What follows belongs to an exercise in optimizing a design on an open flow for small area; a production flow would make more cautious choices.
The RTL was checked by simulation tests, not by an equivalence proof against the original design.
Power figures rest on the tool's default switching activity, not on a simulated workload.

== P ==
==> flow/design.v (excerpt) <==
module vga_top(
    input clk,
    input rst,
    input btnU, btnD, btnL, btnR,
    output [3:0] vgaRed, vgaGreen, vgaBlue,
    output Hsync, Vsync,
    output [6:0] seg,
    output [3:0] an
    );
Settings: LEC_CHECK=0, CAP_MARGIN=20, CORE_MARGIN=2, CORE_UTILIZATION=40, SLEW_MARGIN=20; clock period 25.0 ns.
standard.sh (not shown) runs the stock make flow with config.mk's settings and CLKGATE_MAP_FILE= SYNTH_SCRIPT=/design/flow/synth_recipe.tcl, a recipe that flattens the netlist after the stock synthesis.
==> flow/flow/run.sh <==
#!/bin/bash
# Standard synthesis, then an area-oriented re-mapping of the combinational
# logic (registers untouched), then the standard layout steps.
set -euo pipefail
W=$PWD
F=$W/flow
R=$W/orfs/results/$FLOW_PLATFORM/vga_top/base
export LIB=$FLOW_HOME/platforms/$FLOW_PLATFORM/lib/sky130_fd_sc_hd__tt_025C_1v80.lib

bash standard.sh synth > $W/log_synth.txt 2>&1

cp $R/1_2_yosys.v $W/netlist_std.v
export NET_IN=$W/netlist_std.v NET_OUT=$W/netlist_reopt.v STAT_OUT=$W/stat_reopt.txt
export ABC_SCRIPT=$F/reopt.abc
export DONT_USE="$(grep -oE 'sky130_fd_sc_hd__(lpflow_[a-z0-9_]+|probe_p_8|probec_p_8)' $LIB | sort -u | tr '\n' ' ')"
export FF_CELLS="$(grep -oE '^\s*sky130_fd_sc_hd__[a-z0-9_]+' $NET_IN | sort -u | grep -E '__(e?df|sdf|dl)' | tr -d ' ' | tr '\n' ' ')"
if timeout 900 yosys -c $F/reopt.tcl > $W/log_reopt.txt 2>&1 && [ -s $W/netlist_reopt.v ]; then
  cp $W/netlist_reopt.v $R/1_2_yosys.v
  rm -f $R/1_synth.odb $R/1_synth.sdc
  bash standard.sh synth > $W/log_synth2.txt 2>&1
else
  echo "re-mapping failed; keeping the standard netlist" >> $W/log_reopt.txt
fi

# Smallest buffer on each port; a clock tree of smaller buffers without dummy loads.
export BUFFER_PORTS_ARGS="-buffer_cell sky130_fd_sc_hd__buf_1"
export CTS_ARGS="-sink_clustering_enable -repair_clock_nets -dont_use_dummy_load -buf_list sky130_fd_sc_hd__clkbuf_4 -root_buf sky130_fd_sc_hd__clkbuf_8 -sink_clustering_size 8"
bash standard.sh > $W/log_layout.txt 2>&1
==> flow/flow/reopt.abc <==
strash
&get -n
&deepsyn -T 40
&put
dch -f
amap
topo
==> flow/flow/reopt.tcl <==
# Re-map the combinational logic of the standard synthesis netlist for area.
# Registers stay as they are: same instances, names and cell types.
yosys read_liberty -ignore_miss_func $::env(LIB)
yosys read_verilog $::env(NET_IN)
yosys hierarchy -top $::env(FLOW_TOP)
set ffs $::env(FF_CELLS)
puts "registers kept: $ffs"
yosys setattr -mod -set keep_hierarchy 1 {*}$ffs
yosys flatten
yosys opt_clean
set du {}
foreach c $::env(DONT_USE) { lappend du -dont_use $c }
yosys abc -liberty $::env(LIB) {*}$du -script $::env(ABC_SCRIPT)
yosys opt_clean -purge
yosys hilomap -singleton -hicell sky130_fd_sc_hd__conb_1 HI -locell sky130_fd_sc_hd__conb_1 LO
yosys insbuf -buf sky130_fd_sc_hd__buf_1 A X
yosys select $::env(FLOW_TOP)
yosys tee -o $::env(STAT_OUT) stat -liberty $::env(LIB)
yosys write_verilog -noattr -nohex -nodec -selected $::env(NET_OUT)
P has completed all stages; timing, DRC and antenna checks passed.
> inputs changed (P -> Q)
-- flow/flow/run.sh --
<<< P, line 25
# Smallest buffer on each port; a clock tree of smaller buffers without dummy loads.
export BUFFER_PORTS_ARGS="-buffer_cell sky130_fd_sc_hd__buf_1"
export CTS_ARGS="-sink_clustering_enable -repair_clock_nets -dont_use_dummy_load -buf_list sky130_fd_sc_hd__clkbuf_4 -root_buf sky130_fd_sc_hd__clkbuf_8 -sink_clustering_size 8"
bash standard.sh > $W/log_layout.txt 2>&1
>>> Q, line 25
# Smallest buffer on each port; a clock tree of smaller buffers without dummy loads.
export BUFFER_PORTS_ARGS="-buffer_cell sky130_fd_sc_hd__buf_1"
export CTS_ARGS="-sink_clustering_enable -repair_clock_nets -dont_use_dummy_load -buf_list sky130_fd_sc_hd__clkbuf_8 -root_buf sky130_fd_sc_hd__clkbuf_8"
bash standard.sh > $W/log_layout.txt 2>&1
Q did not stop at any stage, and its layout met the timing, DRC and antenna checks.
From Q to P, sequential cell count did not move at all.
Changes observed in Q relative to P: worst hold slack stayed essentially flat, via count was more or less identical, remaining design rule violation count was more or less identical, fraction of power consumed by sequential logic has remained practically unchanged.


Setup of alpha:
The RTL this note starts from:
==> flow/design.v <==
`timescale 1ns / 1ps
module VGA_800x600at60HZ(
    input  clk,
    input  rst,
    output Hsync, Vsync,
    output reg [10:0] HorizontalCounter,
    output reg [9:0]  VerticalCounter
    );
    wire [10:0] H = HorizontalCounter;
    wire [9:0] V = VerticalCounter;
    wire h_end = H[10] & H[5];
    wire v_end = V[9] & V[6] & V[5] & V[4] & V[2];
    reg [10:0] h_next;
    reg [9:0] v_next;
    reg hc, vc;
    integer i;
    always@(*)begin
        hc = 1'b1;
        for (i = 0; i < 11; i = i + 1) begin
            h_next[i] = ~rst & ~h_end & (H[i] ^ hc);
            hc = hc & H[i];
        end
        vc = h_end;
        for (i = 0; i < 10; i = i + 1) begin
            v_next[i] = ~rst & ~(h_end & v_end) & (V[i] ^ vc);
            vc = vc & V[i];
        end
    end
    always@(posedge clk)begin
        HorizontalCounter <= h_next;
        VerticalCounter <= v_next;
    end
    function ge12(input [11:0] a, input [11:0] b);
        integer j;
        reg g;
        begin
            g = 1'b1;
            for (j = 0; j < 12; j = j + 1)
                g = (a[j] & ~b[j]) | (~(a[j] ^ b[j]) & g);
            ge12 = g;
        end
    endfunction
    assign Hsync = ~ge12({1'b0, H}, 12'd841) | ge12({1'b0, H}, 12'd968);
    assign Vsync = ~ge12({2'b0, V}, 12'd602) | ge12({2'b0, V}, 12'd605);
endmodule
module image_logic(
    input clk,
    input rst,
    input [10:0] Hindex,
    input [9:0] Vindex,
    input btnU, btnD, btnR, btnL,
    output pixel,
    output [6:0] seg,
    output [3:0] an
    );
    function ge12(input [11:0] a, input [11:0] b);
        integer i;
        reg g;
        begin
            g = 1'b1;
            for (i = 0; i < 12; i = i + 1)
                g = (a[i] & ~b[i]) | (~(a[i] ^ b[i]) & g);
            ge12 = g;
        end
    endfunction
    function [12:0] sub12(input [11:0] a, input [11:0] b);
        integer i;
        reg br;
        begin
            br = 1'b0;
            for (i = 0; i < 12; i = i + 1) begin
                sub12[i] = a[i] ^ b[i] ^ br;
                br = (~a[i] & b[i]) | (~(a[i] ^ b[i]) & br);
            end
            sub12[12] = br;
        end
    endfunction
    function [11:0] step12(input [11:0] a, input up, input c1, input c2);
        integer i;
        reg c;
        begin
            step12[0] = a[0] ^ c1;
            c = c2 | (c1 & (a[0] ~^ up));
            for (i = 1; i < 12; i = i + 1) begin
                step12[i] = a[i] ^ c;
                c = c & (a[i] ~^ up);
            end
        end
    endfunction
    reg [9:0] dsr;
    wire dfb = dsr[9] ^ dsr[6] ^ (dsr[8:0] == 9'd0);
    always@(posedge clk)begin
        if(rst) dsr <= 10'd0;
        else dsr <= {dsr[8:0], dfb};
    end
    wire tick = (dsr == 10'b0010000100);
    reg [9:0] counter;
    wire [11:0] counter_inc = step12({2'b0, counter}, 1'b1, tick, 1'b0);
    always@(posedge clk)begin
        if(rst) counter <= 10'd0;
        else counter <= counter_inc[9:0];
    end
    reg [9:0] lpad, rpad;
    wire lpad_move = tick & (btnU ? (lpad != 10'd0) : (btnL & ~ge12({2'b0, lpad}, 12'd551)));
    wire rpad_move = tick & (btnR ? (rpad != 10'd0) : (btnD & ~ge12({2'b0, rpad}, 12'd551)));
    wire [11:0] lpad_next = step12({2'b0, lpad}, ~btnU, lpad_move, 1'b0);
    wire [11:0] rpad_next = step12({2'b0, rpad}, ~btnR, rpad_move, 1'b0);
    always@(posedge clk)begin
        if(rst)begin
            lpad <= 10'd10;
            rpad <= 10'd10;
        end else begin
            lpad <= lpad_next[9:0];
            rpad <= rpad_next[9:0];
        end
    end
    reg [11:0] ball_hi, ball_vi;
    reg dir_r, dir_d, pend;
    reg [3:0] score_left, score_right;
    wire lwin = ge12({1'b0, Hindex}, 12'd10) & ~ge12({1'b0, Hindex}, 12'd21);
    wire rwin = ge12({1'b0, Hindex}, 12'd730) & ~ge12({1'b0, Hindex}, 12'd740);
    wire pwin = lwin | rwin;
    wire psel = pwin ? Hindex[9] : Hindex[0];
    wire [9:0] pv = psel ? rpad : lpad;
    wire [9:0] xv = pwin ? Vindex : ball_vi[9:0];
    wire [12:0] pd = sub12({2'b0, xv}, {2'b0, pv});
    wire pin = ~pd[12] & ~ge12({2'b0, pd[9:0]}, 12'd51);
    reg lrow, rrow;
    always@(posedge clk)begin
        if(~pwin)begin
            if(Hindex[0]) rrow <= pin & (ball_vi[11:10] == 2'b00);
            else          lrow <= pin & (ball_vi[11:10] == 2'b00);
        end
    end
    wire lhit = ~ge12(ball_hi, 12'd21) & lrow;
    wire rhit = ge12(ball_hi, 12'd730) & rrow;
    wire top_hit = ball_vi == 12'd0;
    wire bottom_hit = ge12(ball_vi, 12'd595) & ~ge12(ball_vi, 12'd4091);
    wire left_hit = ball_hi == 12'd0;
    wire right_hit = ball_hi == 12'd800;
    wire play = tick & ~pend;
    wire xhit = lhit | rhit;
    wire x1 = play & ~xhit;
    wire x2 = play & ((lhit & dir_r) | (rhit & ~dir_r));
    wire yb = ~xhit & (top_hit | bottom_hit);
    wire y1 = play & ~yb;
    wire y2 = play & ~xhit & ((top_hit & dir_d) | (~top_hit & bottom_hit & ~dir_d));
    wire [11:0] bx_next = step12(ball_hi, dir_r, x1, x2);
    wire [11:0] by_next = step12(ball_vi, dir_d, y1, y2);
    wire score = ~xhit & ~top_hit & ~bottom_hit & (left_hit | right_hit);
    wire [11:0] sr_next = step12({8'd0, score_right}, 1'b1, play & score & left_hit, 1'b0);
    wire [11:0] sl_next = step12({8'd0, score_left}, 1'b1, play & score & ~left_hit, 1'b0);
    always@(posedge clk)begin
        if(rst)begin
            ball_hi <= 12'd400;
            ball_vi <= 12'd300;
            dir_r <= 1'b0;
            dir_d <= 1'b0;
            pend <= 1'b0;
            score_left <= 4'd0;
            score_right <= 4'd0;
        end else begin
            if(tick & pend)begin
                ball_hi <= 12'd400;
                ball_vi <= 12'd300;
            end else begin
                ball_hi <= bx_next;
                ball_vi <= by_next;
            end
            if(play)begin
                if(lhit) dir_r <= 1'b1;
                else if(rhit) dir_r <= 1'b0;
                else if(score) dir_r <= left_hit;
                if(~xhit)begin
                    if(top_hit) dir_d <= 1'b1;
                    else if(bottom_hit) dir_d <= 1'b0;
                end
            end
            if(tick) pend <= ~pend & score;
            score_right <= sr_next[3:0];
            score_left <= sl_next[3:0];
        end
    end
    reg [3:0] sw;
    reg upd;
    wire cwin = (counter[9:8] == 2'b01);
    always@(posedge clk)begin
        if(rst)begin
            sw <= 4'd0;
            upd <= 1'b0;
        end else if(tick & cwin)begin
            upd <= 1'b1;
            if(counter[1:0] == 2'd0) sw <= score_right;
            if(counter[1:0] == 2'd3) sw <= score_left;
        end
    end
    wire an_mid = cwin & (counter[1:0] != 2'd0);
    assign an = {~(upd & an_mid), 1'b1, ~(upd & ~an_mid), 1'b1};
    reg [6:0] seg_r;
    always@(*)begin
        case(sw)
            4'h0: seg_r = 7'b1000000;
            4'h1: seg_r = 7'b1111001;
            4'h2: seg_r = 7'b0100100;
            4'h3: seg_r = 7'b0110000;
            4'h4: seg_r = 7'b0011001;
            4'h5: seg_r = 7'b0010010;
            4'h6: seg_r = 7'b0000010;
            4'h7: seg_r = 7'b1111000;
            4'h8: seg_r = 7'b0000000;
            4'h9: seg_r = 7'b0010000;
            4'ha: seg_r = 7'b0001000;
            4'hb: seg_r = 7'b0000011;
            4'hc: seg_r = 7'b0100111;
            4'hd: seg_r = 7'b0100001;
            4'he: seg_r = 7'b0000110;
            default: seg_r = 7'b0001110;
        endcase
    end
    assign seg = seg_r;
    wire [12:0] hb = sub12({1'b0, Hindex}, {1'b0, ball_hi[10:0]});
    wire [12:0] vb = sub12({2'b0, Vindex}, {2'b0, ball_vi[9:0]});
    wire ball_h = ~ball_hi[11] & ~hb[12] & (hb[10:3] == 8'd0) & ~(hb[2] & (hb[1] | hb[0]));
    wire ball_v = (ball_vi[11:10] == 2'b00) & ~vb[12] & (vb[9:3] == 7'd0) & ~(vb[2] & (vb[1] | vb[0]));
    assign pixel = (ball_h & ball_v) | (pwin & pin);
endmodule
`timescale 1ns / 1ps
module vga_top(
    input clk,
    input rst,
    input btnU, btnD, btnL, btnR,
    output [3:0] vgaRed, vgaGreen, vgaBlue,
    output Hsync, Vsync,
    output [6:0] seg,
    output [3:0] an
    );
    wire [10:0] Hindex;
    wire [9:0] Vindex;
    wire pixel;
    VGA_800x600at60HZ vga_inst(.clk(clk), .rst(rst), .Hsync(Hsync), .Vsync(Vsync),
        .HorizontalCounter(Hindex), .VerticalCounter(Vindex));
    image_logic image_inst(.clk(clk), .rst(rst), .Hindex(Hindex), .Vindex(Vindex),
        .btnU(btnU), .btnD(btnD), .btnL(btnL), .btnR(btnR),
        .pixel(pixel), .seg(seg), .an(an));
    assign vgaRed = {4{pixel}};
    assign vgaGreen = {4{pixel}};
    assign vgaBlue = {4{pixel}};
endmodule
make LEC_CHECK=0 CAP_MARGIN=20 CORE_MARGIN=2 CORE_UTILIZATION=40 SLEW_MARGIN=20 finish   # period 25.0 ns
run.sh (not shown) runs the stock make flow with config.mk's settings and CLKGATE_MAP_FILE= SYNTH_SCRIPT=/design/flow/synth_recipe.tcl, a recipe that flattens the netlist after the stock synthesis.
Stock flow here: none of the scripts above is used.
alpha ran to completion and came out clean on the timing, DRC and antenna checks.
## Diff of input files: beta against alpha
==> flow/flow/run.sh (new file) <==
#!/bin/bash
# Standard synthesis, then an area-oriented re-mapping of the combinational
# logic (registers untouched), then the standard layout steps.
set -euo pipefail
W=$PWD
F=$W/flow
R=$W/orfs/results/$FLOW_PLATFORM/vga_top/base
export LIB=$FLOW_HOME/platforms/$FLOW_PLATFORM/lib/sky130_fd_sc_hd__tt_025C_1v80.lib

bash standard.sh synth > $W/log_synth.txt 2>&1

cp $R/1_2_yosys.v $W/netlist_std.v
export NET_IN=$W/netlist_std.v NET_OUT=$W/netlist_reopt.v STAT_OUT=$W/stat_reopt.txt
export ABC_SCRIPT=$F/reopt.abc
export DONT_USE="$(grep -oE 'sky130_fd_sc_hd__(lpflow_[a-z0-9_]+|probe_p_8|probec_p_8)' $LIB | sort -u | tr '\n' ' ')"
export FF_CELLS="$(grep -oE '^\s*sky130_fd_sc_hd__[a-z0-9_]+' $NET_IN | sort -u | grep -E '__(e?df|sdf|dl)' | tr -d ' ' | tr '\n' ' ')"
if timeout 900 yosys -c $F/reopt.tcl > $W/log_reopt.txt 2>&1 && [ -s $W/netlist_reopt.v ]; then
  cp $W/netlist_reopt.v $R/1_2_yosys.v
  rm -f $R/1_synth.odb $R/1_synth.sdc
  bash standard.sh synth > $W/log_synth2.txt 2>&1
else
  echo "re-mapping failed; keeping the standard netlist" >> $W/log_reopt.txt
fi

bash standard.sh > $W/log_layout.txt 2>&1
==> flow/flow/reopt.abc (new file) <==
strash
&get -n
&deepsyn -T 40
&put
dch -f
amap
topo
==> flow/flow/reopt.tcl (new file) <==
# Re-map the combinational logic of the standard synthesis netlist for area.
# Registers stay as they are: same instances, names and cell types.
yosys read_liberty -ignore_miss_func $::env(LIB)
yosys read_verilog $::env(NET_IN)
yosys hierarchy -top $::env(FLOW_TOP)
set ffs $::env(FF_CELLS)
puts "registers kept: $ffs"
yosys setattr -mod -set keep_hierarchy 1 {*}$ffs
yosys flatten
yosys opt_clean
set du {}
foreach c $::env(DONT_USE) { lappend du -dont_use $c }
yosys abc -liberty $::env(LIB) {*}$du -script $::env(ABC_SCRIPT)
yosys opt_clean -purge
yosys hilomap -singleton -hicell sky130_fd_sc_hd__conb_1 HI -locell sky130_fd_sc_hd__conb_1 LO
yosys insbuf -buf sky130_fd_sc_hd__buf_1 A X
yosys select $::env(FLOW_TOP)
yosys tee -o $::env(STAT_OUT) stat -liberty $::env(LIB)
yosys write_verilog -noattr -nohex -nodec -selected $::env(NET_OUT)
==> flow/standard.sh (new file) <==
#!/bin/bash
# synth_recipe.tcl (not shown) runs the flow's synth.tcl, then flattens the netlist and writes it again
# the make line also repeats each setting of config.mk as NAME=value (left out here)
make -C /OpenROAD-flow-scripts/flow DESIGN_CONFIG=/design/flow/config.mk WORK_HOME=/design/flow/orfs CLKGATE_MAP_FILE= SYNTH_SCRIPT=/design/flow/synth_recipe.tcl "${@:-finish}"
removed: flow/run.sh
[summary]
In beta relative to alpha, mean cell area of the mapped netlist had gone down by more than 10%. Lower wire length goes to alpha over beta. NOTE: fraction of power spent switching nets in beta exceeds that of alpha. Via count: beta worse than alpha. beta vs. alpha: share of power burned in registers went down by 0.9 points. Relative to alpha, the post-place setup slack of beta is higher by 1980 ps. beta vs alpha: non-clock buffering overhead in the final layout up in beta. beta -> alpha: logic gate share of total power flat. Against alpha, beta comes in 2230 ps higher on setup slack. Compared with alpha, beta shows a lower post-route minimum period. beta ended with more part of the power in the clock network than alpha.

-- re-timing with driven ports --
Ports are ideal in the flow. The routed layouts listed here were re-timed in OpenROAD. Step 1 (the two cells are an assumption about what drives the block):
set clk [get_ports {clk}]
set_driving_cell -lib_cell sky130_fd_sc_hd__clkbuf_16 $clk
set_driving_cell -lib_cell sky130_fd_sc_hd__buf_2 [delete_from_list [all_inputs] $clk]
Step 2 times the ports against the registers' clock, not the clock port: input delays grow and output delays shrink by t, the midpoint of the rising clock arrivals with the driver on. Slacks: no drivers / after step 1 / after step 2; pairs: no drivers / after step 1.
run	t (ns)	setup WS [ns]	latest minus earliest clock arrival (ns)	pins driven straight from the clock port
P	0.414	14.872 / 14.836 / 15.250	0.034 / 0.034	1
Q	0.414	14.872 / 14.836 / 15.250	0.034 / 0.034	1
alpha	0.397	12.062 / 12.021 / 12.418	0.008 / 0.008	1
beta	0.398	14.288 / 14.249 / 14.647	0.012 / 0.012	1
After both steps setup and hold are still met in every run listed.
